Context: an optimization exercise on an open-source flow, tuned for small area, a short achievable clock period and few clock cycles per item. The choices shown serve that exercise and are no tape-out recipe.
In this exercise RTL edits were held to simulation tests only and were not proved equivalent to the original.

run a:
==> flow/design.v (excerpt) <==
module RSA_TOP (
    input clk, input rst_n, input in_valid,
    input [3:0] in_p, input [3:0] in_q, input [7:0] in_e, input [7:0] in_c,
    output reg out_valid, output reg [7:0] out_m
);
For scale: about 770 cells after synthesis, roughly 0.0052 mm² of cells after synthesis.
==> flow/config.mk <==
export PLATFORM = sky130hd
export DESIGN_NAME = RSA_TOP
export DESIGN_NICKNAME = RSA_TOP
export VERILOG_FILES = /design/flow/design.v
export SDC_FILE = /design/flow/constraint.sdc
export NUM_CORES = 4
export LEC_CHECK = 0
export ABC_AREA = 1
export CAP_MARGIN = 20
export CORE_MARGIN = 2
export CORE_UTILIZATION = 40
export SLEW_MARGIN = 20
==> flow/constraint.sdc <==
create_clock -name core_clock -period 110.0 [get_ports {clk}]
set_input_delay 22.0000 -clock core_clock [delete_from_list [all_inputs] [get_ports {clk}]]
set_output_delay 22.0000 -clock core_clock [all_outputs]
set_load 0.01 [all_outputs]
standard.sh (not shown) runs the stock make flow with config.mk's settings and CLKGATE_MAP_FILE= SYNTH_SCRIPT=/design/flow/synth_recipe.tcl, a recipe that flattens the netlist after the stock synthesis.
==> flow/flow/run.sh <==
#!/bin/bash
# Layout flow: the standard synthesis, then a stronger ABC re-mapping of the
# combinational logic only (every flip-flop instance, its name and its cell type are kept),
# then the standard layout from floorplan to finish.
set -euo pipefail
HERE=$(pwd)
LIB=$FLOW_HOME/platforms/sky130hd/lib/sky130_fd_sc_hd__tt_025C_1v80.lib
R=$HERE/orfs/results/sky130hd/RSA_TOP/base

bash standard.sh synth > log_1_standard_synth.txt 2>&1
cp $R/1_2_yosys.v $HERE/std_1_2_yosys.v

python3 flow/mkmodels.py $LIB $HERE/std_1_2_yosys.v $HERE/cell_models.v > log_2_models.txt 2>&1
DU=""
for c in $(grep -o 'cell *( *"\?sky130_fd_sc_hd__\(lpflow\|probe\)[a-z0-9_]*' $LIB | sed 's/.*(\s*"\?//'); do DU="$DU -dont_use $c"; done
cat > $HERE/resynth.ys <<EOY
read_liberty -lib $LIB
read_verilog -overwrite $HERE/cell_models.v
read_verilog $HERE/std_1_2_yosys.v
hierarchy -top RSA_TOP
flatten
proc
techmap
opt -fast -purge
abc -liberty $LIB $DU -script $HERE/flow/resynth.abc
read_liberty -lib -ignore_redef $LIB
opt_clean -purge
hilomap -singleton -hicell sky130_fd_sc_hd__conb_1 HI -locell sky130_fd_sc_hd__conb_1 LO
insbuf -buf sky130_fd_sc_hd__buf_4 A X
splitnets
opt_clean -purge
check -assert -mapped
tee -o $HERE/resynth_stat.txt stat -liberty $LIB
write_verilog -noattr -nohex -nodec $HERE/resynth_1_2_yosys.v
EOY
yosys -s $HERE/resynth.ys > log_3_resynth.txt 2>&1

# the flip-flops must be exactly the standard synthesis's
grep -oE '^\s*sky130_fd_sc_hd__(df|edf|sdf|dl)[a-z0-9_]+ [^ ]+' $HERE/std_1_2_yosys.v | sed 's/^ *//' | sort > $HERE/ff_std.txt
grep -oE '^\s*sky130_fd_sc_hd__(df|edf|sdf|dl)[a-z0-9_]+ [^ ]+' $HERE/resynth_1_2_yosys.v | sed 's/^ *//' | sort > $HERE/ff_new.txt
if cmp -s $HERE/ff_std.txt $HERE/ff_new.txt && [ -s $HERE/ff_std.txt ]; then
  cp $HERE/resynth_1_2_yosys.v $R/1_2_yosys.v
  echo "resynthesised netlist used" > log_4_choice.txt
else
  echo "flip-flops differ; standard netlist kept" > log_4_choice.txt
fi
rm -f $R/1_synth.odb $R/1_synth.sdc
EXTRA=()
if [ -f flow/extra_make_args.txt ]; then mapfile -t EXTRA < flow/extra_make_args.txt; fi
bash standard.sh finish "${EXTRA[@]}" > log_5_standard_finish.txt 2>&1
Other scripts of this flow, unchanged in this note and not shown: flow/flow/extra_make_args.txt, flow/flow/mkmodels.py, flow/flow/resynth.abc
Testbench counts of run a, summed over its fixed seeds: cycles 5,120, items 320.
#### Input delta (run b over run a)
--- a/flow/design.v
+++ b/flow/design.v
@@ -36,27 +36,28 @@
 wire kb11 = (e5 == 3'd2) | (e5 == 3'd3);
 wire [3:0] xp, xq;
 wire [7:0] m;
 core1 u1 (.c(s0), .pi(kpi), .qi(kqi), .a5(ka5), .a7(ka7), .a11(ka11), .b11(kb11), .xp(xp), .xq(xq));
 core2 u2 (.xp(s1[7:4]), .xq(s1[3:0]), .pi(kpi), .qi(kqi), .m(m));
 always @(posedge clk) begin
   s0 <= in_c; s1 <= {xp, xq}; s2 <= m; s3 <= s2; s4 <= s3; s5 <= s4; s6 <= s5; s7 <= s6;
 end
 endmodule
 module core1(input [7:0] c, input [1:0] pi, input [2:0] qi, input a5, input a7, input a11, input b11,
              output reg [3:0] xp, output reg [3:0] xq);
 wire a13 = a5, b13 = a5 ^ a7;
-wire [1:0] r3 = c % 8'd3;
-wire [2:0] r5 = c % 8'd5, r7 = c % 8'd7;
-wire [3:0] r11 = c % 8'd11, r13 = c % 8'd13;
+wire [7:0] cc = c[7] ? {4'b1000, c[3:0]} : c;
+wire [1:0] r3 = cc % 8'd3;
+wire [2:0] r5 = cc % 8'd5, r7 = cc % 8'd7;
+wire [3:0] r11 = cc % 8'd11, r13 = cc % 8'd13;
 reg [3:0] x5;
 always @(*) case ({a5, r5})
   {1'd0, 3'd0}: x5 = 4'd0;
   {1'd0, 3'd1}: x5 = 4'd1;
   {1'd0, 3'd2}: x5 = 4'd2;
   {1'd0, 3'd3}: x5 = 4'd3;
   {1'd0, 3'd4}: x5 = 4'd4;
   {1'd1, 3'd0}: x5 = 4'd0;
   {1'd1, 3'd1}: x5 = 4'd1;
   {1'd1, 3'd2}: x5 = 4'd3;
   {1'd1, 3'd3}: x5 = 4'd2;
   {1'd1, 3'd4}: x5 = 4'd4;
### Flow results
Area used by multi-input combinational logic ends up lower on run b. Going from run a to run b, final wirelength has decreased, final count of pins violating max slew level, global-route usage over all layers dropped 0.57 points. Run comparison: run a launch point of the worst path out_m[2]; run b launch point of the worst path out_m[3]. Run b vs run a, instance count: run b lower. [compare] base=run a new=run b: final number of hold-violating endpoints now sits at about the same level, worst hold slack after final layout has increased. Run b has multi-input gate count below what run a had.
Testbench counts of run b, summed over its fixed seeds: cycles 5,120, items 320.

[re-timing with driven ports]
The results above use ideal ports. As a check the final layouts listed here were re-extracted and re-timed, cells and wires unchanged. Step 1, drivers: a clkbuf_16 drives clk and a buf_2 each remaining input, both assumed. Step 2 times the ports against the registers' clock, not the clock port: input delays grow and output delays shrink by t, the midpoint of the rising clock arrivals with the driver on. Slacks: ideal / step 1 / step 2; pairs: ideal / step 1.
run | t, ns | setup WS [ns] | worst setup path at the end | pins driven straight from the clock port
run a | 0.379 | 87.140 / 87.105 / 86.937 | input to register | 1
run b | 0.377 | 87.149 / 87.118 / 86.951 | input to register | 1
After both steps every run listed still meets setup and hold. For run a, which loses most, drivers alone change the setup slack by -0.035 ns; drivers and shift together by -0.203 ns.
